This design comes from an exercise in tuning for small area, a short achievable clock period and few clock cycles on the open sky130 flow, not from production work.
No functional check of the RTL was part of any run shown here.
The flow treats the clock pin as an ideal source. Dropping or thinning the clock tree relies on that and would not hold on a real chip.
No activity file was given, so power comes from the tool's default toggle rates.

==> flow/design.v, too long to show whole: its modules and the start of the top module <==
// module cl_inv: 1 lines
// module cl_nand2: 1 lines
// module cl_nor2: 1 lines
// module cl_xor2: 1 lines
// module cl_xnor2: 1 lines
// module cl_aoi21: 1 lines
// module cl_oai21: 1 lines
// module cl_mux2: 1 lines
// module cl_nand3: 1 lines
// module cl_nor3: 1 lines
// module cl_dff: 1 lines
// module rv_add32c: 347 lines
// module rv_add11: 96 lines
// module rv_neq32: 71 lines
// module rv_isone32: 45 lines
// module rf_aoi3: 6 lines
// module rf_aoi2: 6 lines
// module rf_bit: 25 lines
// module regfile: 59 lines
// module rv_top: 250 lines
module rv_top (
    input               clk_i,
    input               rst_ni,
    output logic [31:0] addr_o,
    input        [31:0] instr_i,
    input        [31:0] data_i,
    output logic        data_we_o,
    output logic [31:0] data_o,
    output logic [31:0] data_addr_o
);
  // ...
==> flow/flow/run.sh <==
#!/bin/bash
# Layout flow: the standard flow (standard.sh: ORFS synthesis through
# final layout, unchanged constraints), with these settings changed:
#  - repair_timing is asked for a larger setup margin, so it keeps improving
#    paths beyond the 12 ns clock (the SDC and the clock are unchanged);
#  - clock tree synthesis clusters up to 25 flip-flops per leaf buffer and
#    inserts no dummy loads, which makes a smaller tree, from buf_12 cells;
#  - flow/cts_hook.tcl removes the tree's root buffer, so the clock port
#    drives the four first-level buffers directly;
#  - the input and output ports are buffered with buf_4 cells (the standard flow's flow
#    picks a delay cell for them).
# Each tool's output goes to the ORFS logs under orfs/logs/; the make output
# goes to standard.log in this folder.
set -e
bash standard.sh \
  SETUP_SLACK_MARGIN=8.7 \
  "CTS_ARGS=-sink_clustering_enable -repair_clock_nets -dont_use_dummy_load -buf_list sky130_fd_sc_hd__buf_12 -sink_clustering_size 25 -sink_clustering_max_diameter 100" \
  PRE_CTS_TCL=$PWD/flow/cts_hook.tcl \
  "BUFFER_PORTS_ARGS=-buffer_cell sky130_fd_sc_hd__buf_4" \
  finish > standard.log 2>&1
==> flow/flow/cts_hook.tcl <==
rename clock_tree_synthesis orig_clock_tree_synthesis
proc clock_tree_synthesis { args } {
  orig_clock_tree_synthesis {*}$args
  set block [ord::get_db_block]
  set port [$block findBTerm clk_i]
  if { $port == "NULL" } { puts "cts_hook: no clk_i port"; return }
  set pnet [$port getNet]
  set pins [$pnet getITerms]
  if { [llength $pins] != 1 } {
    puts "cts_hook: clk_i drives [llength $pins] pins, tree left as built"
    return
  }
  set root [[lindex $pins 0] getInst]
  set onet ""
  foreach it [$root getITerms] {
    if { [$it isOutputSignal] } { set onet [$it getNet] }
  }
  if { $onet == "" || $onet == "NULL" } { puts "cts_hook: root has no output net"; return }
  set loads {}
  foreach it [$onet getITerms] {
    if { [$it getInst] != $root } { lappend loads $it }
  }
  if { [llength $loads] > 4 || [llength $loads] == 0 || [llength [$onet getBTerms]] > 0 } {
    puts "cts_hook: root [$root getName] drives [llength $loads] pins, tree left as built"
    return
  }
  foreach it $loads {
    puts "cts_hook: [[$it getInst] getName] now driven by clk_i"
    $it disconnect
    $it connect $pnet
  }
  puts "cts_hook: removed root buffer [$root getName] ([[$root getMaster] getName])"
  odb::dbInst_destroy $root
  odb::dbNet_destroy $onet
}
==> flow/standard.sh <==
#!/bin/bash
# synth_recipe.tcl (not shown) runs the flow's synth.tcl, then flattens the netlist and writes it again
# the make line also repeats each setting of config.mk as NAME=value (left out here)
make -C /OpenROAD-flow-scripts/flow DESIGN_CONFIG=/design/flow/config.mk WORK_HOME=/design/flow/orfs CLKGATE_MAP_FILE= SYNTH_SCRIPT=/design/flow/synth_recipe.tcl "${@:-finish}"
==> flow/config.mk <==
export PLATFORM = sky130hd
export DESIGN_NAME = rv_top
export DESIGN_NICKNAME = rv_top
export VERILOG_FILES = /design/flow/design.v
export SDC_FILE = /design/flow/constraint.sdc
export NUM_CORES = 8
export LEC_CHECK = 0
export CAP_MARGIN = 20
export CORE_MARGIN = 2
export CORE_UTILIZATION = 30
export SETUP_SLACK_MARGIN = 0.5
export SLEW_MARGIN = 20
export SYNTH_HIERARCHICAL = 1
export SYNTH_MINIMUM_KEEP_SIZE = 0
==> flow/constraint.sdc <==
create_clock -name core_clock -period 12.0 [get_ports {clk_i}]
set_input_delay 2.4000 -clock core_clock [delete_from_list [all_inputs] [get_ports {clk_i}]]
set_output_delay 2.4000 -clock core_clock [all_outputs]
set_load 0.01 [all_outputs]
==> results_dict.tcl, run 1 <==
set metrics [dict create \
    status "timing/DRC/antenna clean" \
    path_delay_family "flip-flops" \
    yosys-top-cells-area "edfxtp_1, a222oi_1, dfxtp_1, xor2_1, nand4_1" \
    hold_ws_ps 343 \
    cp_slowest_cell "dfxtp_4" \
    comb-power_mw 1.24 \
    hold_viol_final 0 \
    synth_edf_count 1014 \
    critPathCapture "addr_o[10]" \
    cts.clk_slew.worst_paths_ps 100 \
    track_usage 0.247 \
    hold_path.class "flop to flop" \
    num_io_pins 163 \
    yosysMostFrequentCell "edfxtp_1" \
    regMostFlops "u_regfile.reg_array" \
    drc 0 \
    synth_top_family_by_area "compound AO/OA/AOI/OAI gates" \
    p_leak_nw 20.5 \
    wl_met2_mm 100 \
    buf_share 0.0399 \
    p_sw_mw 2.43 \
    placement.cell_area_um2 59100 \
    multi_input_area_share 0.293 \
    ir_drop_v 0.000142 \
    largest_class "flip-flops and latches" \
    clock_power_share 0.243 \
    grt_use_met1 0.295 \
    wl_mm 241 \
    vias_per_cell 6.71 \
    n_sequential_cell 1305 \
    buffers 286 \
    post-cts-setup-buffers 24 \
    crit_path_end_kind "output port" \
    grt_pass1_wl_mm 321 \
    first_pass_iters 15 \
    grtUsageMet3 0.115 \
    postLayoutCoreUtil 0.341 \
    powerSeq_mw 5.44 \
    relSlewSlack 0.288 \
    gr-total-overflow 0 \
    topRoutingLayerUsed "met5" \
]
==> module rv_add32c, before the edit <==
module rv_add32c (
    input  [31:0] a_i,
    input  [31:0] b_i,
    input         cin_i,
    output [31:0] s_o
);
    wire w1, w2, w3, w4, w5, w6, w7, w8, w9, w10, w11, w12, w13, w14, w15, w16, w17, w18, w19, w20, w21, w22, w23, w24, w25, w26, w27, w28, w29, w30, w31, w32, w33, w34, w35, w36, w37, w38, w39, w40, w41, w42, w43, w44, w45, w46, w47, w48, w49, w50, w51, w52, w53, w54, w55, w56, w57, w58, w59, w60, w61, w62, w63, w64, w65, w66, w67, w68, w69, w70, w71, w72, w73, w74, w75, w76, w77, w78, w79, w80, w81, w82, w83, w84, w85, w86, w87, w88, w89, w90, w91, w92, w93, w94, w95, w96, w97, w98, w99, w100, w101, w102, w103, w104, w105, w106, w107, w108, w109, w110, w111, w112, w113, w114, w115, w116, w117, w118, w119, w120, w121, w122, w123, w124, w125, w126, w127, w128, w129, w130, w131, w132, w133, w134, w135, w136, w137, w138, w139, w140, w141, w142, w143, w144, w145, w146, w147, w148, w149, w150, w151, w152, w153, w154, w155, w156, w157, w158, w159, w160, w161, w162, w163, w164, w165, w166, w167, w168, w169, w170, w171, w172, w173, w174, w175, w176, w177, w178, w179, w180, w181, w182, w183, w184, w185, w186, w187, w188, w189, w190, w191, w192, w193, w194, w195, w196, w197, w198, w199, w200, w201, w202, w203, w204, w205, w206, w207, w208, w209, w210, w211, w212, w213, w214, w215, w216, w217, w218, w219, w220, w221, w222, w223, w224, w225, w226, w227, w228, w229, w230, w231, w232, w233, w234, w235, w236, w237, w238, w239, w240, w241, w242, w243, w244, w245, w246, w247, w248, w249, w250, w251, w252, w253, w254, w255, w256, w257, w258, w259, w260, w261, w262, w263, w264, w265, w266, w267, w268, w269, w270, w271, w272, w273, w274, w275, w276, w277, w278, w279, w280, w281, w282, w283, w284, w285, w286, w287, w288, w289, w290, w291, w292, w293, w294, w295, w296, w297, w298, w299, w300, w301, w302, w303, w304, w305, w306, w307;
    cl_inv u1 (.a(cin_i), .y(w1));
    cl_nand2 u2 (.a(a_i[0]), .b(b_i[0]), .y(w2));
    cl_nor2 u3 (.a(a_i[0]), .b(b_i[0]), .y(w3));
    cl_xor2 u4 (.a(a_i[0]), .b(b_i[0]), .y(w4));
    cl_nand2 u5 (.a(a_i[1]), .b(b_i[1]), .y(w5));
    cl_nor2 u6 (.a(a_i[1]), .b(b_i[1]), .y(w6));
    cl_xor2 u7 (.a(a_i[1]), .b(b_i[1]), .y(w7));
    cl_nand2 u8 (.a(a_i[2]), .b(b_i[2]), .y(w8));
    cl_nor2 u9 (.a(a_i[2]), .b(b_i[2]), .y(w9));
    cl_xor2 u10 (.a(a_i[2]), .b(b_i[2]), .y(w10));
    cl_nand2 u11 (.a(a_i[3]), .b(b_i[3]), .y(w11));
    cl_nor2 u12 (.a(a_i[3]), .b(b_i[3]), .y(w12));
    cl_xor2 u13 (.a(a_i[3]), .b(b_i[3]), .y(w13));
    cl_nand2 u14 (.a(a_i[4]), .b(b_i[4]), .y(w14));
    cl_nor2 u15 (.a(a_i[4]), .b(b_i[4]), .y(w15));
    cl_xor2 u16 (.a(a_i[4]), .b(b_i[4]), .y(w16));
    cl_nand2 u17 (.a(a_i[5]), .b(b_i[5]), .y(w17));
    cl_nor2 u18 (.a(a_i[5]), .b(b_i[5]), .y(w18));
    cl_xor2 u19 (.a(a_i[5]), .b(b_i[5]), .y(w19));
    cl_nand2 u20 (.a(a_i[6]), .b(b_i[6]), .y(w20));
    cl_nor2 u21 (.a(a_i[6]), .b(b_i[6]), .y(w21));
    cl_xor2 u22 (.a(a_i[6]), .b(b_i[6]), .y(w22));
    cl_nand2 u23 (.a(a_i[7]), .b(b_i[7]), .y(w23));
    cl_nor2 u24 (.a(a_i[7]), .b(b_i[7]), .y(w24));
    cl_xor2 u25 (.a(a_i[7]), .b(b_i[7]), .y(w25));
    cl_nand2 u26 (.a(a_i[8]), .b(b_i[8]), .y(w26));
    cl_nor2 u27 (.a(a_i[8]), .b(b_i[8]), .y(w27));
    cl_xor2 u28 (.a(a_i[8]), .b(b_i[8]), .y(w28));
    cl_nand2 u29 (.a(a_i[9]), .b(b_i[9]), .y(w29));
    cl_nor2 u30 (.a(a_i[9]), .b(b_i[9]), .y(w30));
    cl_xor2 u31 (.a(a_i[9]), .b(b_i[9]), .y(w31));
    cl_nand2 u32 (.a(a_i[10]), .b(b_i[10]), .y(w32));
    cl_nor2 u33 (.a(a_i[10]), .b(b_i[10]), .y(w33));
    cl_xor2 u34 (.a(a_i[10]), .b(b_i[10]), .y(w34));
    cl_nand2 u35 (.a(a_i[11]), .b(b_i[11]), .y(w35));
    cl_nor2 u36 (.a(a_i[11]), .b(b_i[11]), .y(w36));
    cl_xor2 u37 (.a(a_i[11]), .b(b_i[11]), .y(w37));
    cl_nand2 u38 (.a(a_i[12]), .b(b_i[12]), .y(w38));
    cl_nor2 u39 (.a(a_i[12]), .b(b_i[12]), .y(w39));
    cl_xor2 u40 (.a(a_i[12]), .b(b_i[12]), .y(w40));
    cl_nand2 u41 (.a(a_i[13]), .b(b_i[13]), .y(w41));
    cl_nor2 u42 (.a(a_i[13]), .b(b_i[13]), .y(w42));
    cl_xor2 u43 (.a(a_i[13]), .b(b_i[13]), .y(w43));
    cl_nand2 u44 (.a(a_i[14]), .b(b_i[14]), .y(w44));
    cl_nor2 u45 (.a(a_i[14]), .b(b_i[14]), .y(w45));
    cl_xor2 u46 (.a(a_i[14]), .b(b_i[14]), .y(w46));
    cl_nand2 u47 (.a(a_i[15]), .b(b_i[15]), .y(w47));
    cl_nor2 u48 (.a(a_i[15]), .b(b_i[15]), .y(w48));
    cl_xor2 u49 (.a(a_i[15]), .b(b_i[15]), .y(w49));
    cl_nand2 u50 (.a(a_i[16]), .b(b_i[16]), .y(w50));
    cl_nor2 u51 (.a(a_i[16]), .b(b_i[16]), .y(w51));
    cl_xor2 u52 (.a(a_i[16]), .b(b_i[16]), .y(w52));
    cl_nand2 u53 (.a(a_i[17]), .b(b_i[17]), .y(w53));
    cl_nor2 u54 (.a(a_i[17]), .b(b_i[17]), .y(w54));
    cl_xor2 u55 (.a(a_i[17]), .b(b_i[17]), .y(w55));
    cl_nand2 u56 (.a(a_i[18]), .b(b_i[18]), .y(w56));
    cl_nor2 u57 (.a(a_i[18]), .b(b_i[18]), .y(w57));
    cl_xor2 u58 (.a(a_i[18]), .b(b_i[18]), .y(w58));
    cl_nand2 u59 (.a(a_i[19]), .b(b_i[19]), .y(w59));
    cl_nor2 u60 (.a(a_i[19]), .b(b_i[19]), .y(w60));
    cl_xor2 u61 (.a(a_i[19]), .b(b_i[19]), .y(w61));
    cl_nand2 u62 (.a(a_i[20]), .b(b_i[20]), .y(w62));
    cl_nor2 u63 (.a(a_i[20]), .b(b_i[20]), .y(w63));
    cl_xor2 u64 (.a(a_i[20]), .b(b_i[20]), .y(w64));
    cl_nand2 u65 (.a(a_i[21]), .b(b_i[21]), .y(w65));
    cl_nor2 u66 (.a(a_i[21]), .b(b_i[21]), .y(w66));
    cl_xor2 u67 (.a(a_i[21]), .b(b_i[21]), .y(w67));
    cl_nand2 u68 (.a(a_i[22]), .b(b_i[22]), .y(w68));
    cl_nor2 u69 (.a(a_i[22]), .b(b_i[22]), .y(w69));
    cl_xor2 u70 (.a(a_i[22]), .b(b_i[22]), .y(w70));
    cl_nand2 u71 (.a(a_i[23]), .b(b_i[23]), .y(w71));
    cl_nor2 u72 (.a(a_i[23]), .b(b_i[23]), .y(w72));
    cl_xor2 u73 (.a(a_i[23]), .b(b_i[23]), .y(w73));
    cl_nand2 u74 (.a(a_i[24]), .b(b_i[24]), .y(w74));
    cl_nor2 u75 (.a(a_i[24]), .b(b_i[24]), .y(w75));
    cl_xor2 u76 (.a(a_i[24]), .b(b_i[24]), .y(w76));
    cl_nand2 u77 (.a(a_i[25]), .b(b_i[25]), .y(w77));
    cl_nor2 u78 (.a(a_i[25]), .b(b_i[25]), .y(w78));
    cl_xor2 u79 (.a(a_i[25]), .b(b_i[25]), .y(w79));
    cl_nand2 u80 (.a(a_i[26]), .b(b_i[26]), .y(w80));
    cl_nor2 u81 (.a(a_i[26]), .b(b_i[26]), .y(w81));
    cl_xor2 u82 (.a(a_i[26]), .b(b_i[26]), .y(w82));
    cl_nand2 u83 (.a(a_i[27]), .b(b_i[27]), .y(w83));
    cl_nor2 u84 (.a(a_i[27]), .b(b_i[27]), .y(w84));
    cl_xor2 u85 (.a(a_i[27]), .b(b_i[27]), .y(w85));
    cl_nand2 u86 (.a(a_i[28]), .b(b_i[28]), .y(w86));
    cl_nor2 u87 (.a(a_i[28]), .b(b_i[28]), .y(w87));
    cl_xor2 u88 (.a(a_i[28]), .b(b_i[28]), .y(w88));
    cl_nand2 u89 (.a(a_i[29]), .b(b_i[29]), .y(w89));
    cl_nor2 u90 (.a(a_i[29]), .b(b_i[29]), .y(w90));
    cl_xor2 u91 (.a(a_i[29]), .b(b_i[29]), .y(w91));
    cl_nand2 u92 (.a(a_i[30]), .b(b_i[30]), .y(w92));
    cl_nor2 u93 (.a(a_i[30]), .b(b_i[30]), .y(w93));
    cl_xor2 u94 (.a(a_i[30]), .b(b_i[30]), .y(w94));
    cl_nand2 u95 (.a(a_i[31]), .b(b_i[31]), .y(w95));
    cl_nor2 u96 (.a(a_i[31]), .b(b_i[31]), .y(w96));
    cl_xor2 u97 (.a(a_i[31]), .b(b_i[31]), .y(w97));
    cl_oai21 u98 (.a1(w3), .a2(w1), .b1(w2), .y(w98));
    cl_oai21 u99 (.a1(w9), .a2(w5), .b1(w8), .y(w99));
    cl_nor2 u100 (.a(w9), .b(w6), .y(w100));
    cl_oai21 u101 (.a1(w15), .a2(w11), .b1(w14), .y(w101));
    cl_nor2 u102 (.a(w15), .b(w12), .y(w102));
    cl_oai21 u103 (.a1(w21), .a2(w17), .b1(w20), .y(w103));
    cl_nor2 u104 (.a(w21), .b(w18), .y(w104));
    cl_oai21 u105 (.a1(w27), .a2(w23), .b1(w26), .y(w105));
    cl_nor2 u106 (.a(w27), .b(w24), .y(w106));
    cl_oai21 u107 (.a1(w33), .a2(w29), .b1(w32), .y(w107));
    cl_nor2 u108 (.a(w33), .b(w30), .y(w108));
    cl_oai21 u109 (.a1(w39), .a2(w35), .b1(w38), .y(w109));
    cl_nor2 u110 (.a(w39), .b(w36), .y(w110));
    cl_oai21 u111 (.a1(w45), .a2(w41), .b1(w44), .y(w111));
    cl_nor2 u112 (.a(w45), .b(w42), .y(w112));
    cl_oai21 u113 (.a1(w51), .a2(w47), .b1(w50), .y(w113));
    cl_nor2 u114 (.a(w51), .b(w48), .y(w114));
    cl_oai21 u115 (.a1(w57), .a2(w53), .b1(w56), .y(w115));
    cl_nor2 u116 (.a(w57), .b(w54), .y(w116));
    cl_oai21 u117 (.a1(w63), .a2(w59), .b1(w62), .y(w117));
    cl_nor2 u118 (.a(w63), .b(w60), .y(w118));
    cl_oai21 u119 (.a1(w69), .a2(w65), .b1(w68), .y(w119));
    cl_nor2 u120 (.a(w69), .b(w66), .y(w120));
    cl_oai21 u121 (.a1(w75), .a2(w71), .b1(w74), .y(w121));
    cl_nor2 u122 (.a(w75), .b(w72), .y(w122));
    cl_oai21 u123 (.a1(w81), .a2(w77), .b1(w80), .y(w123));
    cl_nor2 u124 (.a(w81), .b(w78), .y(w124));
    cl_oai21 u125 (.a1(w87), .a2(w83), .b1(w86), .y(w125));
    cl_nor2 u126 (.a(w87), .b(w84), .y(w126));
    cl_oai21 u127 (.a1(w93), .a2(w89), .b1(w92), .y(w127));
    cl_nor2 u128 (.a(w93), .b(w90), .y(w128));
    cl_inv u129 (.a(w5), .y(w129));
    cl_inv u130 (.a(w6), .y(w130));
    cl_aoi21 u131 (.a1(w130), .a2(w98), .b1(w129), .y(w131));
    cl_aoi21 u132 (.a1(w100), .a2(w98), .b1(w99), .y(w132));
    cl_inv u133 (.a(w17), .y(w133));
    cl_inv u134 (.a(w18), .y(w134));
    cl_aoi21 u135 (.a1(w134), .a2(w101), .b1(w133), .y(w135));
    cl_nand2 u136 (.a(w134), .b(w102), .y(w136));
    cl_aoi21 u137 (.a1(w104), .a2(w101), .b1(w103), .y(w137));
    cl_nand2 u138 (.a(w104), .b(w102), .y(w138));
    cl_inv u139 (.a(w29), .y(w139));
    cl_inv u140 (.a(w30), .y(w140));
    cl_aoi21 u141 (.a1(w140), .a2(w105), .b1(w139), .y(w141));
    cl_nand2 u142 (.a(w140), .b(w106), .y(w142));
    cl_aoi21 u143 (.a1(w108), .a2(w105), .b1(w107), .y(w143));
    cl_nand2 u144 (.a(w108), .b(w106), .y(w144));
    cl_inv u145 (.a(w41), .y(w145));
    cl_inv u146 (.a(w42), .y(w146));
    cl_aoi21 u147 (.a1(w146), .a2(w109), .b1(w145), .y(w147));
    cl_nand2 u148 (.a(w146), .b(w110), .y(w148));
    cl_aoi21 u149 (.a1(w112), .a2(w109), .b1(w111), .y(w149));
    cl_nand2 u150 (.a(w112), .b(w110), .y(w150));
    cl_inv u151 (.a(w53), .y(w151));
    cl_inv u152 (.a(w54), .y(w152));
    cl_aoi21 u153 (.a1(w152), .a2(w113), .b1(w151), .y(w153));
    cl_nand2 u154 (.a(w152), .b(w114), .y(w154));
    cl_aoi21 u155 (.a1(w116), .a2(w113), .b1(w115), .y(w155));
    cl_nand2 u156 (.a(w116), .b(w114), .y(w156));
    cl_inv u157 (.a(w65), .y(w157));
    cl_inv u158 (.a(w66), .y(w158));
    cl_aoi21 u159 (.a1(w158), .a2(w117), .b1(w157), .y(w159));
    cl_nand2 u160 (.a(w158), .b(w118), .y(w160));
    cl_aoi21 u161 (.a1(w120), .a2(w117), .b1(w119), .y(w161));
    cl_nand2 u162 (.a(w120), .b(w118), .y(w162));
    cl_inv u163 (.a(w77), .y(w163));
    cl_inv u164 (.a(w78), .y(w164));
    cl_aoi21 u165 (.a1(w164), .a2(w121), .b1(w163), .y(w165));
    cl_nand2 u166 (.a(w164), .b(w122), .y(w166));
    cl_aoi21 u167 (.a1(w124), .a2(w121), .b1(w123), .y(w167));
    cl_nand2 u168 (.a(w124), .b(w122), .y(w168));
    cl_inv u169 (.a(w89), .y(w169));
    cl_inv u170 (.a(w90), .y(w170));
    cl_aoi21 u171 (.a1(w170), .a2(w125), .b1(w169), .y(w171));
    cl_nand2 u172 (.a(w170), .b(w126), .y(w172));
    cl_aoi21 u173 (.a1(w128), .a2(w125), .b1(w127), .y(w173));
    cl_nand2 u174 (.a(w128), .b(w126), .y(w174));
    cl_oai21 u175 (.a1(w12), .a2(w132), .b1(w11), .y(w175));
    cl_inv u176 (.a(w101), .y(w176));
    cl_inv u177 (.a(w102), .y(w177));
    cl_oai21 u178 (.a1(w177), .a2(w132), .b1(w176), .y(w178));
    cl_oai21 u179 (.a1(w136), .a2(w132), .b1(w135), .y(w179));
    cl_oai21 u180 (.a1(w138), .a2(w132), .b1(w137), .y(w180));
    cl_oai21 u181 (.a1(w36), .a2(w143), .b1(w35), .y(w181));
    cl_nor2 u182 (.a(w36), .b(w144), .y(w182));
    cl_inv u183 (.a(w109), .y(w183));
    cl_inv u184 (.a(w110), .y(w184));
    cl_oai21 u185 (.a1(w184), .a2(w143), .b1(w183), .y(w185));
    cl_nor2 u186 (.a(w184), .b(w144), .y(w186));
    cl_oai21 u187 (.a1(w148), .a2(w143), .b1(w147), .y(w187));
    cl_nor2 u188 (.a(w148), .b(w144), .y(w188));
    cl_oai21 u189 (.a1(w150), .a2(w143), .b1(w149), .y(w189));
    cl_nor2 u190 (.a(w150), .b(w144), .y(w190));
    cl_oai21 u191 (.a1(w60), .a2(w155), .b1(w59), .y(w191));
    cl_nor2 u192 (.a(w60), .b(w156), .y(w192));
    cl_inv u193 (.a(w117), .y(w193));
    cl_inv u194 (.a(w118), .y(w194));
    cl_oai21 u195 (.a1(w194), .a2(w155), .b1(w193), .y(w195));
    cl_nor2 u196 (.a(w194), .b(w156), .y(w196));
    cl_oai21 u197 (.a1(w160), .a2(w155), .b1(w159), .y(w197));
    cl_nor2 u198 (.a(w160), .b(w156), .y(w198));
    cl_oai21 u199 (.a1(w162), .a2(w155), .b1(w161), .y(w199));
    cl_nor2 u200 (.a(w162), .b(w156), .y(w200));
    cl_oai21 u201 (.a1(w84), .a2(w167), .b1(w83), .y(w201));
    cl_nor2 u202 (.a(w84), .b(w168), .y(w202));
    cl_inv u203 (.a(w125), .y(w203));
    cl_inv u204 (.a(w126), .y(w204));
    cl_oai21 u205 (.a1(w204), .a2(w167), .b1(w203), .y(w205));
    cl_nor2 u206 (.a(w204), .b(w168), .y(w206));
    cl_oai21 u207 (.a1(w172), .a2(w167), .b1(w171), .y(w207));
    cl_nor2 u208 (.a(w172), .b(w168), .y(w208));
    cl_oai21 u209 (.a1(w174), .a2(w167), .b1(w173), .y(w209));
    cl_nor2 u210 (.a(w174), .b(w168), .y(w210));
    cl_inv u211 (.a(w23), .y(w211));
    cl_inv u212 (.a(w24), .y(w212));
    cl_aoi21 u213 (.a1(w212), .a2(w180), .b1(w211), .y(w213));
    cl_aoi21 u214 (.a1(w106), .a2(w180), .b1(w105), .y(w214));
    cl_inv u215 (.a(w141), .y(w215));
    cl_inv u216 (.a(w142), .y(w216));
    cl_aoi21 u217 (.a1(w216), .a2(w180), .b1(w215), .y(w217));
    cl_inv u218 (.a(w143), .y(w218));
    cl_inv u219 (.a(w144), .y(w219));
    cl_aoi21 u220 (.a1(w219), .a2(w180), .b1(w218), .y(w220));
    cl_aoi21 u221 (.a1(w182), .a2(w180), .b1(w181), .y(w221));
    cl_aoi21 u222 (.a1(w186), .a2(w180), .b1(w185), .y(w222));
    cl_aoi21 u223 (.a1(w188), .a2(w180), .b1(w187), .y(w223));
    cl_aoi21 u224 (.a1(w190), .a2(w180), .b1(w189), .y(w224));
    cl_inv u225 (.a(w71), .y(w225));
    cl_inv u226 (.a(w72), .y(w226));
    cl_aoi21 u227 (.a1(w226), .a2(w199), .b1(w225), .y(w227));
    cl_nand2 u228 (.a(w226), .b(w200), .y(w228));
    cl_aoi21 u229 (.a1(w122), .a2(w199), .b1(w121), .y(w229));
    cl_nand2 u230 (.a(w122), .b(w200), .y(w230));
    cl_inv u231 (.a(w165), .y(w231));
    cl_inv u232 (.a(w166), .y(w232));
    cl_aoi21 u233 (.a1(w232), .a2(w199), .b1(w231), .y(w233));
    cl_nand2 u234 (.a(w232), .b(w200), .y(w234));
    cl_inv u235 (.a(w167), .y(w235));
    cl_inv u236 (.a(w168), .y(w236));
    cl_aoi21 u237 (.a1(w236), .a2(w199), .b1(w235), .y(w237));
    cl_nand2 u238 (.a(w236), .b(w200), .y(w238));
    cl_aoi21 u239 (.a1(w202), .a2(w199), .b1(w201), .y(w239));
    cl_nand2 u240 (.a(w202), .b(w200), .y(w240));
    cl_aoi21 u241 (.a1(w206), .a2(w199), .b1(w205), .y(w241));
    cl_nand2 u242 (.a(w206), .b(w200), .y(w242));
    cl_aoi21 u243 (.a1(w208), .a2(w199), .b1(w207), .y(w243));
    cl_nand2 u244 (.a(w208), .b(w200), .y(w244));
    cl_aoi21 u245 (.a1(w210), .a2(w199), .b1(w209), .y(w245));
    cl_nand2 u246 (.a(w210), .b(w200), .y(w246));
    cl_oai21 u247 (.a1(w48), .a2(w224), .b1(w47), .y(w247));
    cl_inv u248 (.a(w113), .y(w248));
    cl_inv u249 (.a(w114), .y(w249));
    cl_oai21 u250 (.a1(w249), .a2(w224), .b1(w248), .y(w250));
    cl_oai21 u251 (.a1(w154), .a2(w224), .b1(w153), .y(w251));
    cl_oai21 u252 (.a1(w156), .a2(w224), .b1(w155), .y(w252));
    cl_inv u253 (.a(w191), .y(w253));
    cl_inv u254 (.a(w192), .y(w254));
    cl_oai21 u255 (.a1(w254), .a2(w224), .b1(w253), .y(w255));
    cl_inv u256 (.a(w195), .y(w256));
    cl_inv u257 (.a(w196), .y(w257));
    cl_oai21 u258 (.a1(w257), .a2(w224), .b1(w256), .y(w258));
    cl_inv u259 (.a(w197), .y(w259));
    cl_inv u260 (.a(w198), .y(w260));
    cl_oai21 u261 (.a1(w260), .a2(w224), .b1(w259), .y(w261));
    cl_inv u262 (.a(w199), .y(w262));
    cl_inv u263 (.a(w200), .y(w263));
    cl_oai21 u264 (.a1(w263), .a2(w224), .b1(w262), .y(w264));
    cl_oai21 u265 (.a1(w228), .a2(w224), .b1(w227), .y(w265));
    cl_oai21 u266 (.a1(w230), .a2(w224), .b1(w229), .y(w266));
    cl_oai21 u267 (.a1(w234), .a2(w224), .b1(w233), .y(w267));
    cl_oai21 u268 (.a1(w238), .a2(w224), .b1(w237), .y(w268));
    cl_oai21 u269 (.a1(w240), .a2(w224), .b1(w239), .y(w269));
    cl_oai21 u270 (.a1(w242), .a2(w224), .b1(w241), .y(w270));
    cl_oai21 u271 (.a1(w244), .a2(w224), .b1(w243), .y(w271));
    cl_oai21 u272 (.a1(w246), .a2(w224), .b1(w245), .y(w272));
    cl_inv u273 (.a(w95), .y(w273));
    cl_inv u274 (.a(w96), .y(w274));
    cl_aoi21 u275 (.a1(w274), .a2(w272), .b1(w273), .y(w275));
    cl_xnor2 u276 (.a(w4), .b(w1), .y(w276));
    cl_xor2 u277 (.a(w7), .b(w98), .y(w277));
    cl_xnor2 u278 (.a(w10), .b(w131), .y(w278));
    cl_xnor2 u279 (.a(w13), .b(w132), .y(w279));
    cl_xor2 u280 (.a(w16), .b(w175), .y(w280));
    cl_xor2 u281 (.a(w19), .b(w178), .y(w281));
    cl_xor2 u282 (.a(w22), .b(w179), .y(w282));
    cl_xor2 u283 (.a(w25), .b(w180), .y(w283));
    cl_xnor2 u284 (.a(w28), .b(w213), .y(w284));
    cl_xnor2 u285 (.a(w31), .b(w214), .y(w285));
    cl_xnor2 u286 (.a(w34), .b(w217), .y(w286));
    cl_xnor2 u287 (.a(w37), .b(w220), .y(w287));
    cl_xnor2 u288 (.a(w40), .b(w221), .y(w288));
    cl_xnor2 u289 (.a(w43), .b(w222), .y(w289));
    cl_xnor2 u290 (.a(w46), .b(w223), .y(w290));
    cl_xnor2 u291 (.a(w49), .b(w224), .y(w291));
    cl_xor2 u292 (.a(w52), .b(w247), .y(w292));
    cl_xor2 u293 (.a(w55), .b(w250), .y(w293));
    cl_xor2 u294 (.a(w58), .b(w251), .y(w294));
    cl_xor2 u295 (.a(w61), .b(w252), .y(w295));
    cl_xor2 u296 (.a(w64), .b(w255), .y(w296));
    cl_xor2 u297 (.a(w67), .b(w258), .y(w297));
    cl_xor2 u298 (.a(w70), .b(w261), .y(w298));
    cl_xor2 u299 (.a(w73), .b(w264), .y(w299));
    cl_xor2 u300 (.a(w76), .b(w265), .y(w300));
    cl_xor2 u301 (.a(w79), .b(w266), .y(w301));
    cl_xor2 u302 (.a(w82), .b(w267), .y(w302));
    cl_xor2 u303 (.a(w85), .b(w268), .y(w303));
    cl_xor2 u304 (.a(w88), .b(w269), .y(w304));
    cl_xor2 u305 (.a(w91), .b(w270), .y(w305));
    cl_xor2 u306 (.a(w94), .b(w271), .y(w306));
    cl_xor2 u307 (.a(w97), .b(w272), .y(w307));
    assign s_o[0] = w276;
    assign s_o[1] = w277;
    assign s_o[2] = w278;
    assign s_o[3] = w279;
    assign s_o[4] = w280;
    assign s_o[5] = w281;
    assign s_o[6] = w282;
    assign s_o[7] = w283;
    assign s_o[8] = w284;
    assign s_o[9] = w285;
    assign s_o[10] = w286;
    assign s_o[11] = w287;
    assign s_o[12] = w288;
    assign s_o[13] = w289;
    assign s_o[14] = w290;
    assign s_o[15] = w291;
    assign s_o[16] = w292;
    assign s_o[17] = w293;
    assign s_o[18] = w294;
    assign s_o[19] = w295;
    assign s_o[20] = w296;
    assign s_o[21] = w297;
    assign s_o[22] = w298;
    assign s_o[23] = w299;
    assign s_o[24] = w300;
    assign s_o[25] = w301;
    assign s_o[26] = w302;
    assign s_o[27] = w303;
    assign s_o[28] = w304;
    assign s_o[29] = w305;
    assign s_o[30] = w306;
    assign s_o[31] = w307;
endmodule
==> module rv_top, before the edit <==
module rv_top (
    input               clk_i,
    input               rst_ni,
    output logic [31:0] addr_o,
    input        [31:0] instr_i,
    input        [31:0] data_i,
    output logic        data_we_o,
    output logic [31:0] data_o,
    output logic [31:0] data_addr_o
);
    logic [11:1] pc_f;           
    logic        v_d;            
    logic [31:0] ir_d;           
    logic [11:1] pc_d;           
    logic        byp_a_d;        
    logic        byp_b_d;        
    logic        ldu_d;          
    logic        imm_d;          
    logic        v_e;
    logic        wr_e, ld_e, st_e, br_e;
    logic        add_e, sub_e, and_e, or_e, lui_e;
    logic        dec_e;          
    logic [3:0]  fa_e, fb_e;     
    logic [ 4:0] rd_e;
    logic [31:0] a_e, b_e;       
    logic [11:0] simm_e;         
    logic [11:1] tgt_e;
    logic        wr_m, ld_m, st_m;
    logic [ 4:0] rd_m;
    logic [31:0] res_m, s_m;
    logic [31:0] addr_m;         
    logic        stall_d;        
    logic        redir_d;        
    logic        redir_e;        
    assign addr_o = {20'b0, pc_f, 1'b0};
    logic [11:1] tgt_f;
    rv_add11 u_tgt_f (
        .a_i ( pc_f ),
        .b_i ( {instr_i[7], instr_i[30:25], instr_i[11:8]} ),
        .s_o ( tgt_f )
    );
    logic        btb_v;
    logic [11:1] btb_pc, btb_tgt;
    logic [11:1] seq_f;
    logic        hit_f;
    logic        jmp_d;
    logic [11:1] tgt_d;
    assign seq_f = pc_f + 11'd2;
    assign hit_f = btb_v & (seq_f == btb_pc);
    always_ff @(posedge clk_i) begin
        if (!rst_ni) begin
            btb_v <= 1'b0;
        end else if (v_d && jmp_d) begin
            btb_v <= 1'b1;
        end
    end
    always_ff @(posedge clk_i) begin
        if (v_d && jmp_d) begin
            btb_pc  <= pc_d;
            btb_tgt <= tgt_d;
        end
    end
    logic [11:1] e2_f, e1_f, e1d_f, e0_f, next_f;
    always_comb begin
        if (stall_d)      e2_f = pc_d;
        else if (hit_f)   e2_f = btb_tgt;
        else              e2_f = seq_f;
    end
    for (genvar i = 1; i < 12; i++) begin : g_red_f
        cl_mux2 u_mux (.a(e2_f[i]), .b(tgt_e[i]), .s(redir_e), .y(e1_f[i]));
    end
    for (genvar i = 1; i < 12; i++) begin : g_redd_f
        cl_mux2 u_mux (.a(e1_f[i]), .b(tgt_d[i]), .s(redir_d), .y(e1d_f[i]));
    end
    assign e0_f = e1d_f & {11{rst_ni}};
    logic [4:0] x_f;
    logic       n0_f, n1_f, nlate_f;
    logic [2:0] take_f;
    for (genvar k = 0; k < 5; k++) begin : g_x_f
        cl_xnor2 u_x (.a(instr_i[15+k]), .b(instr_i[20+k]), .y(x_f[k]));
    end
    cl_nand3 u_n0_f (.a(x_f[0]), .b(x_f[1]), .c(x_f[2]),    .y(n0_f));
    cl_nand3 u_n1_f (.a(x_f[3]), .b(x_f[4]), .c(instr_i[6]), .y(n1_f));
    assign nlate_f = ~rst_ni | redir_e | stall_d | redir_d;
    for (genvar j = 0; j < 3; j++) begin : g_take_f
        cl_nor3 u_take (.a(n0_f), .b(n1_f), .c(nlate_f), .y(take_f[j]));
    end
    for (genvar i = 1; i < 12; i++) begin : g_next_f
        cl_mux2 u_mux (.a(e0_f[i]), .b(tgt_f[i]), .s(take_f[(i-1)/4]), .y(next_f[i]));
    end
    always_ff @(posedge clk_i) begin
        pc_f <= next_f;
    end
    always_ff @(posedge clk_i) begin
        if (!rst_ni) begin
            v_d <= 1'b0;
        end else begin
            v_d <= ~redir_e & ~stall_d & ~redir_d;
        end
    end
    logic       byp_a_f, byp_b_f, imm_f;
    logic [3:0] lo_a_d, lo_b_d;
    logic [7:0] hi_a_d, hi_b_d;
    assign byp_a_f = v_e & wr_e & (rd_e == instr_i[19:15]);
    assign byp_b_f = v_e & wr_e & (rd_e == instr_i[24:20]);
    assign imm_f   = ~instr_i[5] | instr_i[2];            
    logic ldu_f;
    assign ldu_f = v_d & is_ld_d & wr_d &
                   ((~instr_i[2] & (rd_d == instr_i[19:15])) |               
                    (instr_i[5] & ~instr_i[2] & (rd_d == instr_i[24:20])));   
    always_ff @(posedge clk_i) begin
        ir_d    <= instr_i;
        pc_d    <= pc_f;
        byp_a_d <= byp_a_f;
        byp_b_d <= byp_b_f;
        imm_d   <= imm_f;
        ldu_d   <= ldu_f;
        for (int i = 0; i < 4; i++) begin
            lo_a_d[i] <= (instr_i[16:15] == 2'(i));
            lo_b_d[i] <= (instr_i[21:20] == 2'(i));
        end
        for (int i = 0; i < 8; i++) begin
            hi_a_d[i] <= (instr_i[19:17] == 3'(i)) & ~byp_a_f;
            hi_b_d[i] <= (instr_i[24:22] == 3'(i)) & ~byp_b_f & ~imm_f;
        end
    end
    logic [6:0] op_d;
    logic [4:0] rs1_d, rs2_d, rd_d;
    logic [2:0] f3_d;
    assign op_d  = ir_d[6:0];
    assign rd_d  = ir_d[11:7];
    assign f3_d  = ir_d[14:12];
    assign rs1_d = ir_d[19:15];
    assign rs2_d = ir_d[24:20];
    logic is_br_d, is_lui_d, is_alu_d, is_r_d, is_ld_d, is_st_d;
    assign is_br_d  = op_d[6];
    assign is_lui_d = op_d[2];
    assign is_alu_d = op_d[4];                        
    assign is_r_d   = op_d[5] & op_d[4] & ~op_d[2];
    assign is_ld_d  = ~op_d[6] & ~op_d[5] & ~op_d[4];
    assign is_st_d  = ~op_d[6] &  op_d[5] & ~op_d[4];
    logic wr_d, use1_d, use2_d;
    assign wr_d   = (is_alu_d | is_ld_d) & (rd_d != 5'd0);
    assign use1_d = ~is_lui_d;
    assign use2_d = op_d[5] & ~op_d[2];                
    logic [31:0] immb_d;
    assign immb_d = is_lui_d ? {ir_d[31:12], 12'b0} : {{20{ir_d[31]}}, ir_d[31:20]};
    logic [31:0] wb_data;
    logic [31:0] a_d, b_d;
    assign wb_data = ld_m ? data_i : res_m;
    regfile #(.NA(2), .NB(3)) u_regfile (
        .clk_i    ( clk_i                ),
        .lo_a_i   ( lo_a_d               ),
        .hi_a_i   ( hi_a_d               ),
        .xa_en_i  ( {byp_a_d & ld_m, byp_a_d & ~ld_m} ),
        .xa_i     ( {data_i, res_m}      ),
        .rd_a_o   ( a_d                  ),
        .lo_b_i   ( lo_b_d               ),
        .hi_b_i   ( hi_b_d               ),
        .xb_en_i  ( {byp_b_d & ~imm_d & ld_m, byp_b_d & ~imm_d & ~ld_m, imm_d} ),
        .xb_i     ( {data_i, res_m, immb_d} ),
        .rd_b_o   ( b_d                  ),
        .wa_i     ( rd_m                 ),
        .wd_i     ( wb_data              ),
        .we_i     ( wr_m                 )
    );
    assign jmp_d = is_br_d & (rs1_d == rs2_d);
    assign tgt_d = pc_d + {ir_d[7], ir_d[30:25], ir_d[11:8]};
    logic hit1_e, hit2_e;
    assign hit1_e  = v_e & wr_e & (rd_e == rs1_d);
    assign hit2_e  = v_e & wr_e & (rd_e == rs2_d);
    assign stall_d = v_d & ~jmp_d & ldu_d;
    logic early_d, one_e;
    assign early_d = v_d & is_br_d & ~jmp_d & dec_e &
                     (((rs2_d == 5'd0) & hit1_e) | ((rs1_d == 5'd0) & hit2_e));
    assign redir_d = early_d & one_e;
    logic b30_d, zero3_d;
    assign b30_d   = ir_d[30];
    assign zero3_d = (f3_d == 3'b000);
    always_ff @(posedge clk_i) begin
        if (!rst_ni) begin
            v_e <= 1'b0;
        end else begin
            v_e <= v_d & ~stall_d & ~redir_e;
        end
    end
    always_ff @(posedge clk_i) begin
        wr_e   <= wr_d;
        ld_e   <= is_ld_d;
        st_e   <= is_st_d;
        br_e   <= is_br_d & ~jmp_d & ~early_d;
        dec_e  <= is_alu_d & ~op_d[5] & ~is_lui_d & zero3_d & (ir_d[31:20] == 12'hfff);
        lui_e  <= is_lui_d;
        add_e  <= is_ld_d | is_st_d | (is_alu_d & ~is_lui_d & zero3_d);
        sub_e  <= is_r_d & zero3_d & b30_d;
        and_e  <= is_alu_d & ~is_lui_d & (f3_d == 3'b111) & ~b30_d;
        or_e   <= is_alu_d & ~is_lui_d & (f3_d == 3'b110) & ~b30_d;
        rd_e   <= rd_d;
        a_e    <= a_d;
        b_e    <= b_d;
        simm_e <= {ir_d[31:25], ir_d[11:7]};
        tgt_e  <= tgt_d;
    end
    for (genvar j = 0; j < 4; j++) begin : g_fwd
        cl_dff u_fa (.clk(clk_i), .d(hit1_e),          .q(fa_e[j]));
        cl_dff u_fb (.clk(clk_i), .d(hit2_e & use2_d), .q(fb_e[j]));
    end
    logic [31:0] a_x, b_x, o_x, sum_e, res_e;
    for (genvar i = 0; i < 32; i++) begin : g_opnd
        assign a_x[i] = fa_e[i/8] ? res_m[i] : a_e[i];
        assign b_x[i] = fb_e[i/8] ? res_m[i] : b_e[i];
    end
    assign o_x = st_e ? {{20{simm_e[11]}}, simm_e} : b_x ^ {32{sub_e}};
    rv_add32c u_add (
        .a_i   ( a_x   ),
        .b_i   ( o_x   ),
        .cin_i ( sub_e ),
        .s_o   ( sum_e )
    );
    always_comb begin
        res_e = 32'b0;
        if (add_e)      res_e = sum_e;
        else if (and_e) res_e = a_x & b_x;
        else if (or_e)  res_e = a_x | b_x;
        else if (lui_e) res_e = b_e;
    end
    logic neq_e;
    rv_neq32 u_neq (.a_i(a_x), .b_i(b_x), .neq_o(neq_e));
    rv_isone32 u_one (.a_i(a_x), .one_o(one_e));
    assign redir_e = v_e & br_e & ~neq_e;
    always_ff @(posedge clk_i) begin
        if (!rst_ni) begin
            wr_m <= 1'b0;
            st_m <= 1'b0;
        end else begin
            wr_m <= v_e & wr_e;
            st_m <= v_e & st_e;
        end
    end
    always_ff @(posedge clk_i) begin
        ld_m  <= ld_e;
        rd_m  <= rd_e;
        res_m  <= res_e;
        addr_m <= sum_e;
        s_m    <= b_x;
    end
    assign data_we_o   = st_m;
    assign data_addr_o = addr_m;
    assign data_o      = s_m;
endmodule
==> inputs of run 2 (changes only) <==
--- a/flow/design.v
+++ b/flow/design.v
@@ -24,9 +24,10 @@
     input  [31:0] a_i,
     input  [31:0] b_i,
     input         cin_i,
-    output [31:0] s_o
+    output [31:0] s_o,
+    output nz_o
 );
-    wire w1, w2, w3, w4, w5, w6, w7, w8, w9, w10, w11, w12, w13, w14, w15, w16, w17, w18, w19, w20, w21, w22, w23, w24, w25, w26, w27, w28, w29, w30, w31, w32, w33, w34, w35, w36, w37, w38, w39, w40, w41, w42, w43, w44, w45, w46, w47, w48, w49, w50, w51, w52, w53, w54, w55, w56, w57, w58, w59, w60, w61, w62, w63, w64, w65, w66, w67, w68, w69, w70, w71, w72, w73, w74, w75, w76, w77, w78, w79, w80, w81, w82, w83, w84, w85, w86, w87, w88, w89, w90, w91, w92, w93, w94, w95, w96, w97, w98, w99, w100, w101, w102, w103, w104, w105, w106, w107, w108, w109, w110, w111, w112, w113, w114, w115, w116, w117, w118, w119, w120, w121, w122, w123, w124, w125, w126, w127, w128, w129, w130, w131, w132, w133, w134, w135, w136, w137, w138, w139, w140, w141, w142, w143, w144, w145, w146, w147, w148, w149, w150, w151, w152, w153, w154, w155, w156, w157, w158, w159, w160, w161, w162, w163, w164, w165, w166, w167, w168, w169, w170, w171, w172, w173, w174, w175, w176, w177, w178, w179, w180, w181, w182, w183, w184, w185, w186, w187, w188, w189, w190, w191, w192, w193, w194, w195, w196, w197, w198, w199, w200, w201, w202, w203, w204, w205, w206, w207, w208, w209, w210, w211, w212, w213, w214, w215, w216, w217, w218, w219, w220, w221, w222, w223, w224, w225, w226, w227, w228, w229, w230, w231, w232, w233, w234, w235, w236, w237, w238, w239, w240, w241, w242, w243, w244, w245, w246, w247, w248, w249, w250, w251, w252, w253, w254, w255, w256, w257, w258, w259, w260, w261, w262, w263, w264, w265, w266, w267, w268, w269, w270, w271, w272, w273, w274, w275, w276, w277, w278, w279, w280, w281, w282, w283, w284, w285, w286, w287, w288, w289, w290, w291, w292, w293, w294, w295, w296, w297, w298, w299, w300, w301, w302, w303, w304, w305, w306, w307;
+    wire w1, w2, w3, w4, w5, w6, w7, w8, w9, w10, w11, w12, w13, w14, w15, w16, w17, w18, w19, w20, w21, w22, w23, w24, w25, w26, w27, w28, w29, w30, w31, w32, w33, w34, w35, w36, w37, w38, w39, w40, w41, w42, w43, w44, w45, w46, w47, w48, w49, w50, w51, w52, w53, w54, w55, w56, w57, w58, w59, w60, w61, w62, w63, w64, w65, w66, w67, w68, w69, w70, w71, w72, w73, w74, w75, w76, w77, w78, w79, w80, w81, w82, w83, w84, w85, w86, w87, w88, w89, w90, w91, w92, w93, w94, w95, w96, w97, w98, w99, w100, w101, w102, w103, w104, w105, w106, w107, w108, w109, w110, w111, w112, w113, w114, w115, w116, w117, w118, w119, w120, w121, w122, w123, w124, w125, w126, w127, w128, w129, w130, w131, w132, w133, w134, w135, w136, w137, w138, w139, w140, w141, w142, w143, w144, w145, w146, w147, w148, w149, w150, w151, w152, w153, w154, w155, w156, w157, w158, w159, w160, w161, w162, w163, w164, w165, w166, w167, w168, w169, w170, w171, w172, w173, w174, w175, w176, w177, w178, w179, w180, w181, w182, w183, w184, w185, w186, w187, w188, w189, w190, w191, w192, w193, w194, w195, w196, w197, w198, w199, w200, w201, w202, w203, w204, w205, w206, w207, w208, w209, w210, w211, w212, w213, w214, w215, w216, w217, w218, w219, w220, w221, w222, w223, w224, w225, w226, w227, w228, w229, w230, w231, w232, w233, w234, w235, w236, w237, w238, w239, w240, w241, w242, w243, w244, w245, w246, w247, w248, w249, w250, w251, w252, w253, w254, w255, w256, w257, w258, w259, w260, w261, w262, w263, w264, w265, w266, w267, w268, w269, w270, w271, w272, w273, w274, w275, w276, w277, w278, w279, w280, w281, w282, w283, w284, w285, w286, w287, w288, w289, w290, w291, w292, w293, w294, w295, w296, w297, w298, w299, w300, w301, w302, w303, w304, w305, w306, w307, w308, w309, w310, w311, w312, w313, w314, w315, w316, w317, w318, w319, w320, w321, w322, w323, w324, w325, w326, w327, w328, w329, w330, w331, w332, w333, w334, w335, w336, w337, w338, w339, w340, w341, w342, w343, w344, w345, w346, w347, w348, w349, w350, w351, w352, w353, w354, w355, w356, w357, w358, w359, w360, w361, w362, w363, w364, w365, w366, w367, w368, w369, w370;
     cl_inv u1 (.a(cin_i), .y(w1));
     cl_nand2 u2 (.a(a_i[0]), .b(b_i[0]), .y(w2));
     cl_nor2 u3 (.a(a_i[0]), .b(b_i[0]), .y(w3));
@@ -334,6 +335,69 @@
     cl_xor2 u305 (.a(w91), .b(w270), .y(w305));
     cl_xor2 u306 (.a(w94), .b(w271), .y(w306));
     cl_xor2 u307 (.a(w97), .b(w272), .y(w307));
+    cl_xnor2 u308 (.a(w4), .b(cin_i), .y(w308));
+    cl_xor2 u309 (.a(w7), .b(w3), .y(w309));
+    cl_xor2 u310 (.a(w10), .b(w6), .y(w310));
+    cl_xor2 u311 (.a(w13), .b(w9), .y(w311));
+    cl_xor2 u312 (.a(w16), .b(w12), .y(w312));
+    cl_xor2 u313 (.a(w19), .b(w15), .y(w313));
+    cl_xor2 u314 (.a(w22), .b(w18), .y(w314));
+    cl_xor2 u315 (.a(w25), .b(w21), .y(w315));
+    cl_xor2 u316 (.a(w28), .b(w24), .y(w316));
+    cl_xor2 u317 (.a(w31), .b(w27), .y(w317));
+    cl_xor2 u318 (.a(w34), .b(w30), .y(w318));
+    cl_xor2 u319 (.a(w37), .b(w33), .y(w319));
+    cl_xor2 u320 (.a(w40), .b(w36), .y(w320));
+    cl_xor2 u321 (.a(w43), .b(w39), .y(w321));
+    cl_xor2 u322 (.a(w46), .b(w42), .y(w322));
+    cl_xor2 u323 (.a(w49), .b(w45), .y(w323));
+    cl_xor2 u324 (.a(w52), .b(w48), .y(w324));
+    cl_xor2 u325 (.a(w55), .b(w51), .y(w325));
+    cl_xor2 u326 (.a(w58), .b(w54), .y(w326));
+    cl_xor2 u327 (.a(w61), .b(w57), .y(w327));
+    cl_xor2 u328 (.a(w64), .b(w60), .y(w328));
+    cl_xor2 u329 (.a(w67), .b(w63), .y(w329));
+    cl_xor2 u330 (.a(w70), .b(w66), .y(w330));
+    cl_xor2 u331 (.a(w73), .b(w69), .y(w331));
+    cl_xor2 u332 (.a(w76), .b(w72), .y(w332));
+    cl_xor2 u333 (.a(w79), .b(w75), .y(w333));
+    cl_xor2 u334 (.a(w82), .b(w78), .y(w334));
+    cl_xor2 u335 (.a(w85), .b(w81), .y(w335));
+    cl_xor2 u336 (.a(w88), .b(w84), .y(w336));
+    cl_xor2 u337 (.a(w91), .b(w87), .y(w337));
+    cl_xor2 u338 (.a(w94), .b(w90), .y(w338));
+    cl_xor2 u339 (.a(w97), .b(w93), .y(w339));
+    cl_nand2 u340 (.a(w308), .b(w309), .y(w340));
+    cl_nand2 u341 (.a(w310), .b(w311), .y(w341));
+    cl_nand2 u342 (.a(w312), .b(w313), .y(w342));
+    cl_nand2 u343 (.a(w314), .b(w315), .y(w343));
+    cl_nand2 u344 (.a(w316), .b(w317), .y(w344));
+    cl_nand2 u345 (.a(w318), .b(w319), .y(w345));
+    cl_nand2 u346 (.a(w320), .b(w321), .y(w346));
+    cl_nand2 u347 (.a(w322), .b(w323), .y(w347));
+    cl_nand2 u348 (.a(w324), .b(w325), .y(w348));
+    cl_nand2 u349 (.a(w326), .b(w327), .y(w349));
+    cl_nand2 u350 (.a(w328), .b(w329), .y(w350));
+    cl_nand2 u351 (.a(w330), .b(w331), .y(w351));
+    cl_nand2 u352 (.a(w332), .b(w333), .y(w352));
+    cl_nand2 u353 (.a(w334), .b(w335), .y(w353));
+    cl_nand2 u354 (.a(w336), .b(w337), .y(w354));
+    cl_nand2 u355 (.a(w338), .b(w339), .y(w355));
+    cl_nor2 u356 (.a(w340), .b(w341), .y(w356));
+    cl_nor2 u357 (.a(w342), .b(w343), .y(w357));
+    cl_nor2 u358 (.a(w344), .b(w345), .y(w358));
+    cl_nor2 u359 (.a(w346), .b(w347), .y(w359));
+    cl_nor2 u360 (.a(w348), .b(w349), .y(w360));
+    cl_nor2 u361 (.a(w350), .b(w351), .y(w361));
+    cl_nor2 u362 (.a(w352), .b(w353), .y(w362));
+    cl_nor2 u363 (.a(w354), .b(w355), .y(w363));
+    cl_nand2 u364 (.a(w356), .b(w357), .y(w364));
+    cl_nand2 u365 (.a(w358), .b(w359), .y(w365));
+    cl_nand2 u366 (.a(w360), .b(w361), .y(w366));
+    cl_nand2 u367 (.a(w362), .b(w363), .y(w367));
+    cl_nor2 u368 (.a(w364), .b(w365), .y(w368));
+    cl_nor2 u369 (.a(w366), .b(w367), .y(w369));
+    cl_nand2 u370 (.a(w368), .b(w369), .y(w370));
     assign s_o[0] = w276;
     assign s_o[1] = w277;
     assign s_o[2] = w278;
@@ -366,6 +430,7 @@
     assign s_o[29] = w305;
     assign s_o[30] = w306;
     assign s_o[31] = w307;
+    assign nz_o = w370;
 endmodule
 module rv_add11 (
     input  [10:0] a_i,
@@ -534,51 +599,6 @@
     cl_nand2 u63 (.a(w61), .b(w62), .y(w63));
     assign neq_o = w63;
 endmodule
-module rv_isone32 (
-    input  [31:0] a_i,
-    output one_o
-);
-    wire w1, w2, w3, w4, w5, w6, w7, w8, w9, w10, w11, w12, w13, w14, w15, w16, w17, w18, w19, w20, w21, w22, w23, w24, w25, w26, w27, w28, w29, w30, w31, w32, w33, w34, w35, w36, w37, w38;
-    cl_inv u1 (.a(a_i[0]), .y(w1));
-    cl_nor2 u2 (.a(a_i[1]), .b(a_i[2]), .y(w2));
-    cl_nor2 u3 (.a(a_i[3]), .b(a_i[4]), .y(w3));
-    cl_nor2 u4 (.a(a_i[5]), .b(a_i[6]), .y(w4));
-    cl_nor2 u5 (.a(a_i[7]), .b(a_i[8]), .y(w5));
-    cl_nor2 u6 (.a(a_i[9]), .b(a_i[10]), .y(w6));
-    cl_nor2 u7 (.a(a_i[11]), .b(a_i[12]), .y(w7));
-    cl_nor2 u8 (.a(a_i[13]), .b(a_i[14]), .y(w8));
-    cl_nor2 u9 (.a(a_i[15]), .b(a_i[16]), .y(w9));
-    cl_nor2 u10 (.a(a_i[17]), .b(a_i[18]), .y(w10));
-    cl_nor2 u11 (.a(a_i[19]), .b(a_i[20]), .y(w11));
-    cl_nor2 u12 (.a(a_i[21]), .b(a_i[22]), .y(w12));
-    cl_nor2 u13 (.a(a_i[23]), .b(a_i[24]), .y(w13));
-    cl_nor2 u14 (.a(a_i[25]), .b(a_i[26]), .y(w14));
-    cl_nor2 u15 (.a(a_i[27]), .b(a_i[28]), .y(w15));
-    cl_nor2 u16 (.a(a_i[29]), .b(a_i[30]), .y(w16));
-    cl_inv u17 (.a(a_i[31]), .y(w17));
-    cl_nand2 u18 (.a(w2), .b(w3), .y(w18));
-    cl_nand2 u19 (.a(w4), .b(w5), .y(w19));
-    cl_nand2 u20 (.a(w6), .b(w7), .y(w20));
-    cl_nand2 u21 (.a(w8), .b(w9), .y(w21));
-    cl_nand2 u22 (.a(w10), .b(w11), .y(w22));
-    cl_nand2 u23 (.a(w12), .b(w13), .y(w23));
-    cl_nand2 u24 (.a(w14), .b(w15), .y(w24));
-    cl_nand2 u25 (.a(w16), .b(w17), .y(w25));
-    cl_inv u26 (.a(a_i[0]), .y(w26));
-    cl_nor2 u27 (.a(w18), .b(w19), .y(w27));
-    cl_nor2 u28 (.a(w20), .b(w21), .y(w28));
-    cl_nor2 u29 (.a(w22), .b(w23), .y(w29));
-    cl_nor2 u30 (.a(w24), .b(w25), .y(w30));
-    cl_inv u31 (.a(w26), .y(w31));
-    cl_nand2 u32 (.a(w27), .b(w28), .y(w32));
-    cl_nand2 u33 (.a(w29), .b(w30), .y(w33));
-    cl_inv u34 (.a(w31), .y(w34));
-    cl_nor2 u35 (.a(w32), .b(w33), .y(w35));
-    cl_inv u36 (.a(w34), .y(w36));
-    cl_nand2 u37 (.a(w35), .b(w36), .y(w37));
-    cl_inv u38 (.a(w37), .y(w38));
-    assign one_o = w38;
-endmodule
 module rf_aoi3 (
     input  a0, b0, a1, b1, a2, b2,
     output y
@@ -691,12 +711,10 @@
     logic [11:1] pc_d;           
     logic        byp_a_d;        
     logic        byp_b_d;        
-    logic        ldu_d;          
     logic        imm_d;          
     logic        v_e;
     logic        wr_e, ld_e, st_e, br_e;
     logic        add_e, sub_e, and_e, or_e, lui_e;
-    logic        dec_e;          
     logic [3:0]  fa_e, fb_e;     
     logic [ 4:0] rd_e;
     logic [31:0] a_e, b_e;       
@@ -781,17 +799,12 @@
     assign byp_a_f = v_e & wr_e & (rd_e == instr_i[19:15]);
     assign byp_b_f = v_e & wr_e & (rd_e == instr_i[24:20]);
     assign imm_f   = ~instr_i[5] | instr_i[2];            
-    logic ldu_f;
-    assign ldu_f = v_d & is_ld_d & wr_d &
-                   ((~instr_i[2] & (rd_d == instr_i[19:15])) |               
-                    (instr_i[5] & ~instr_i[2] & (rd_d == instr_i[24:20])));   
     always_ff @(posedge clk_i) begin
         ir_d    <= instr_i;
         pc_d    <= pc_f;
         byp_a_d <= byp_a_f;
         byp_b_d <= byp_b_f;
         imm_d   <= imm_f;
-        ldu_d   <= ldu_f;
         for (int i = 0; i < 4; i++) begin
             lo_a_d[i] <= (instr_i[16:15] == 2'(i));
             lo_b_d[i] <= (instr_i[21:20] == 2'(i));
@@ -846,11 +859,11 @@
     logic hit1_e, hit2_e;
     assign hit1_e  = v_e & wr_e & (rd_e == rs1_d);
     assign hit2_e  = v_e & wr_e & (rd_e == rs2_d);
-    assign stall_d = v_d & ~jmp_d & ldu_d;
-    logic early_d, one_e;
-    assign early_d = v_d & is_br_d & ~jmp_d & dec_e &
+    assign stall_d = v_d & ~jmp_d & ld_e & ((use1_d & hit1_e) | (use2_d & hit2_e));
+    logic early_d, nz_e;
+    assign early_d = v_d & is_br_d & ~jmp_d & add_e & ~ld_e &
                      (((rs2_d == 5'd0) & hit1_e) | ((rs1_d == 5'd0) & hit2_e));
-    assign redir_d = early_d & one_e;
+    assign redir_d = early_d & ~nz_e;
     logic b30_d, zero3_d;
     assign b30_d   = ir_d[30];
     assign zero3_d = (f3_d == 3'b000);
@@ -866,7 +879,6 @@
         ld_e   <= is_ld_d;
         st_e   <= is_st_d;
         br_e   <= is_br_d & ~jmp_d & ~early_d;
-        dec_e  <= is_alu_d & ~op_d[5] & ~is_lui_d & zero3_d & (ir_d[31:20] == 12'hfff);
         lui_e  <= is_lui_d;
         add_e  <= is_ld_d | is_st_d | (is_alu_d & ~is_lui_d & zero3_d);
         sub_e  <= is_r_d & zero3_d & b30_d;
@@ -892,7 +904,8 @@
         .a_i   ( a_x   ),
         .b_i   ( o_x   ),
         .cin_i ( sub_e ),
-        .s_o   ( sum_e )
+        .s_o   ( sum_e ),
+        .nz_o  ( nz_e  )
     );
     always_comb begin
         res_e = 32'b0;
@@ -903,7 +916,6 @@
     end
     logic neq_e;
     rv_neq32 u_neq (.a_i(a_x), .b_i(b_x), .neq_o(neq_e));
-    rv_isone32 u_one (.a_i(a_x), .one_o(one_e));
     assign redir_e = v_e & br_e & ~neq_e;
     always_ff @(posedge clk_i) begin
         if (!rst_ni) begin
==> flow/flow/run.sh (replaced) <==
#!/bin/bash
# Layout flow: the standard flow (standard.sh: ORFS synthesis through
# final layout, unchanged constraints), with these settings changed:
#  - repair_timing is asked for a larger setup margin, so it keeps improving
#    paths beyond the 12 ns clock (the SDC and the clock are unchanged);
#  - clock tree synthesis clusters up to 25 flip-flops per leaf buffer and
#    inserts no dummy loads, which makes a smaller tree;
#  - flow/cts_hook.tcl removes the tree's root buffer, so the clock port
#    drives the four first-level buffers directly;
#  - the input and output ports are buffered with buf_4 cells (the standard flow's flow
#    picks a delay cell for them).
# Each tool's output goes to the ORFS logs under orfs/logs/; the make output
# goes to standard.log in this folder.
set -e
bash standard.sh \
  SETUP_SLACK_MARGIN=8.7 \
  "CTS_ARGS=-sink_clustering_enable -repair_clock_nets -dont_use_dummy_load -buf_list sky130_fd_sc_hd__clkbuf_16 -sink_clustering_size 25 -sink_clustering_max_diameter 100" \
  PRE_CTS_TCL=$PWD/flow/cts_hook.tcl \
  "BUFFER_PORTS_ARGS=-buffer_cell sky130_fd_sc_hd__buf_4" \
  finish > standard.log 2>&1
==> run 2 against run 1 <==
Effect of this change: still clean; synthesized cell count decreased by 0.64%; sequential cell count decreased by 2; sequential share of layout area decreased by 0.87 points; maximum frequency decreased by 1.0%; final cell count increased by 0.22%; wire length decreased by 3.9%; via count decreased by 2.7%; non-clock buffer count increased by 30; global-route usage decreased by 0.97 points; core utilization increased by 0.54 points; critical path type unchanged; largest power group unchanged.
==> results_dict.tcl, run 2 <==
set metrics [dict create \
    worstSkewPairLatency_ps 550 \
    syn_inst 3750 \
    ir_drop_v 0.000129 \
    drv_slew 0 \
    ctsHoldBuffers 0 \
    grt_pass1_vias 39843 \
    largest_register_ffs 992 \
    num_io_pins 163 \
    fin_nets 4101 \
    track_usage 0.238 \
    seqPwrFrac 0.603 \
    worstMarginPinSlew_ps 1120 \
    startpoint_type "flop" \
    p_sw_mw 2.45 \
    io_buffer_count 138 \
    ys_top_cells_by_count "edfxtp_1, a222oi_1, dfxtp_1" \
    relSlewSlack 0.252 \
    clock_power_share 0.248 \
    yosys_warnings 10 \
    required_ps 9600 \
    arrival_ps 1010 \
    internal_power_mw 6.59 \
    antenna_found_initial 17 \
    chipHeight_um 430 \
    fp.dieW_um 430 \
    cp.buffers_inverters 1 \
    synth.distinct_cells 65 \
    crit_fanout 1 \
    yosys-top-cells-area "edfxtp_1, a222oi_1, dfxtp_1, xor2_1, nand4_1" \
    critPathKind "flop to output port" \
    swShare 0.271 \
    crit_start "addr_m[16]$_DFF_P_" \
    path_delay_family "flip-flops" \
    synth_area_um2 54500 \
    postRouteAntennaNets 0 \
    yosysMostFrequentCell "edfxtp_1" \
    die-area_um2 185000 \
    slowest_delay_ps 400 \
    period_needed_ps 3410 \
    postLayoutCoreUtil 0.346 \
    cts.sinks 1303 \
    crit_cells 1 \
    drc 0 \
    most-common-layout-cells "edfxtp_1, a222oi_1, buf_4" \
    drt_iter0_drc 10929 \
    power.density_nw_per_um2 145 \
    layout_commonest_cell "edfxtp_1" \
    cp_slowest_cell "dfxtp_4" \
    initial_utilization 0.302 \
    first_pass_iters 15 \
    grt_pass1_wl_mm 312 \
    r2r-end "pc_f[8]$_DFF_P_" \
    maxCapViolations 0 \
    regMostFlops "u_regfile.reg_array" \
    comb_power_share 0.148 \
    worstHoldStart "ld_e$_DFF_P_" \
    setup-tns-final_ps 0 \
    max_clock_freq_mhz 293 \
    wl_mm 231 \
    gr-total-overflow 0 \
    crit_path_end_kind "output port" \
    setup_viol 0 \
    yosys.area.top_type "edfxtp_1" \
    yosys.area.top_type_share 0.559 \
    yosysSeqAreaShare 0.665 \
    layout_setup_ws_ps 8590 \
    fp.coreArea_um2 181000 \
    skew_ps 118 \
    path_cells "buf_6" \
    finalCritPeriodShare 0.284 \
    p_leak_nw 20.9 \
    vias 41647 \
    ys.flop_type "edfxtp_1" \
    drive_above_1_share 0.200 \
    status "timing/DRC/antenna clean" \
    hold_path.class "flop to flop" \
    rsz0062_at_grt "yes" \
    place_congestion 0.911 \
    r2r_cells 16 \
    pre_cts_slack_ps 7470 \
    ys_seq_elements 1303 \
    avgSynthCellArea_um2 14.5 \
    area_growth_pct 14.7 \
    cts.clk_slew.worst_paths_ps 100 \
    grt_max_degree 65 \
    routedWlPerCell_um 36.1 \
    num_rows 156 \
    async_reset_ff_frac 0 \
    dpl.hpwl_mm 133 \
    timing.rr.start "g_fwd[3].u_fb.q$_DFF_P_" \
    synth_edf_count 1014 \
    vias_per_cell 6.51 \
    hold_viol_final 0 \
    reg2reg_slack_ps 8630 \
    critPathCapture "data_addr_o[16]" \
]
## run 2: per-stage QoR
stage | total power [mW] | hold slack, ps | instances | area, um^2
finish | 9.04 | 375 | 6398 | 62500
floorplan | 6.18 | 329 | 3770 | 54800
global placement | 6.65 | 361 | 6261 | 59200
CTS | 8.97 | 371 | 6381 | 62300
detailed placement | 6.67 | 361 | 6261 | 59200
global route | 9.29 | 393 | 6395 | 62500
## run 2: area by class of cell
| cell class | instances | area (um^2) |
|---|---|---|
| fillers | 17324 | 118000 |
| flip-flops and latches | 1303 | 36500 |
| multi-input cells | 2218 | 18300 |
| well taps | 2370 | 2970 |
| repair buffers | 316 | 2870 |
| clock buffers | 59 | 1480 |
| inverters | 125 | 469 |
| diodes | 7 | 17.5 |
## run 2: per-module statistics from Yosys, one instance, submodules excluded, a selection
module | area, um^2 | cells | flip-flops and latches
cl_nor2 | 3.75 | 1 | 0
rf_aoi3 | 10.0 | 1 | 0
cl_nand3 | 5.00 | 1 | 0
cl_dff | 20.0 | 1 | 1
cl_xnor2 | 8.76 | 1 | 0
cl_aoi21 | 8.76 | 1 | 0
rv_add11 | 82.6 | 11 | 0
cl_inv | 3.75 | 1 | 0
cl_xor2 | 8.76 | 1 | 0
cl_nor3 | 10.0 | 1 | 0
rv_top | 11400 | 1099 | 303
cl_oai21 | 5.00 | 1 | 0
cl_nand2 | 3.75 | 1 | 0
cl_mux2 | 15.0 | 1 | 0
rv_add32c | 240 | 32 | 0
## run 2: worst min-delay path by stage
stage,to,cells after the start
global route,ld_m$_DFF_P_,0
CTS,ld_m$_DFF_P_,0
floorplan,lui_e$_DFF_P_,0
finish,ld_m$_DFF_P_,0
detailed placement,ld_m$_DFF_P_,0
global placement,ld_m$_DFF_P_,0
## run 2: what timing repair did
item / in CTS / in global routing
resized for setup: 325 / 43
hold endpoints to repair: 0 / 0
pin swaps: 32 / 20
gates cloned: 0 / 0
buffers inserted: 61 / 10
endpoints found under the setup margin: 125 / 113
## run 2: power by group through the flow
stage	clock (mW)	combinational (mW)	sequential (mW)
4_1_cts	2.25	1.29	5.44
2_1_floorplan	0	0.777	5.40
3_3_place_gp	0	1.15	5.50
6_report	2.24	1.34	5.46
5_1_grt	2.39	1.43	5.46
3_5_place_dp	0	1.17	5.50
## run 2: logic make-up after synthesis
logic type / Yosys count / synth area share
adders and majority gates: 12 / 0.00289
AOI/OAI and AO/OA: 1033 / 0.171
and+or+nand+nor: 776 / 0.0720
DFF: 1303 / 0.665
other: 1 / 0.0000688
muxes: 138 / 0.0291
xor gates and xnor gates: 238 / 0.0386
buffers and inverters: 249 / 0.0218
## run 2: layer usage
layer,GRT usage,routed length (um),share of wire
met1,0.277,77300,0.33
met2,0.373,103000,0.44
met3,0.0786,32900,0.14
met4,0.157,18100,0.078
met5,0.00390,139,0.00060

-- static timing again, ports no longer ideal --
How much do the figures lean on ideal ports? The routed layouts below were timed once more, with nothing changed but the port constraints. Step 1, drivers: a clkbuf_16 drives clk_i and a buf_2 each remaining input, both assumed. Step 2 moves the port delays by t, midway between the first and last clock arrival at a register: inputs arrive t later, outputs are due t later. That takes back most of the time a late clock gives input paths. Three values: no drivers, after step 1, after step 2; two values: the first two.
run	t (ns)	setup WS [ns]	hold WS [ns]	latest minus earliest clock arrival (ns)	slew at the worst register clock pin (ns)
run 1	0.629	8.622 / 8.463 / 8.116	0.343 / 0.343 / 0.343	0.077 / 0.076	0.11 / 0.11
run 2	0.658	8.586 / 8.424 / 8.119	0.375 / 0.375 / 0.375	0.119 / 0.118	0.11 / 0.11
After both steps every run listed still meets setup and hold. The setup slack of run 1, which loses most, moves by -0.159 ns with the drivers and by -0.506 ns with both steps.
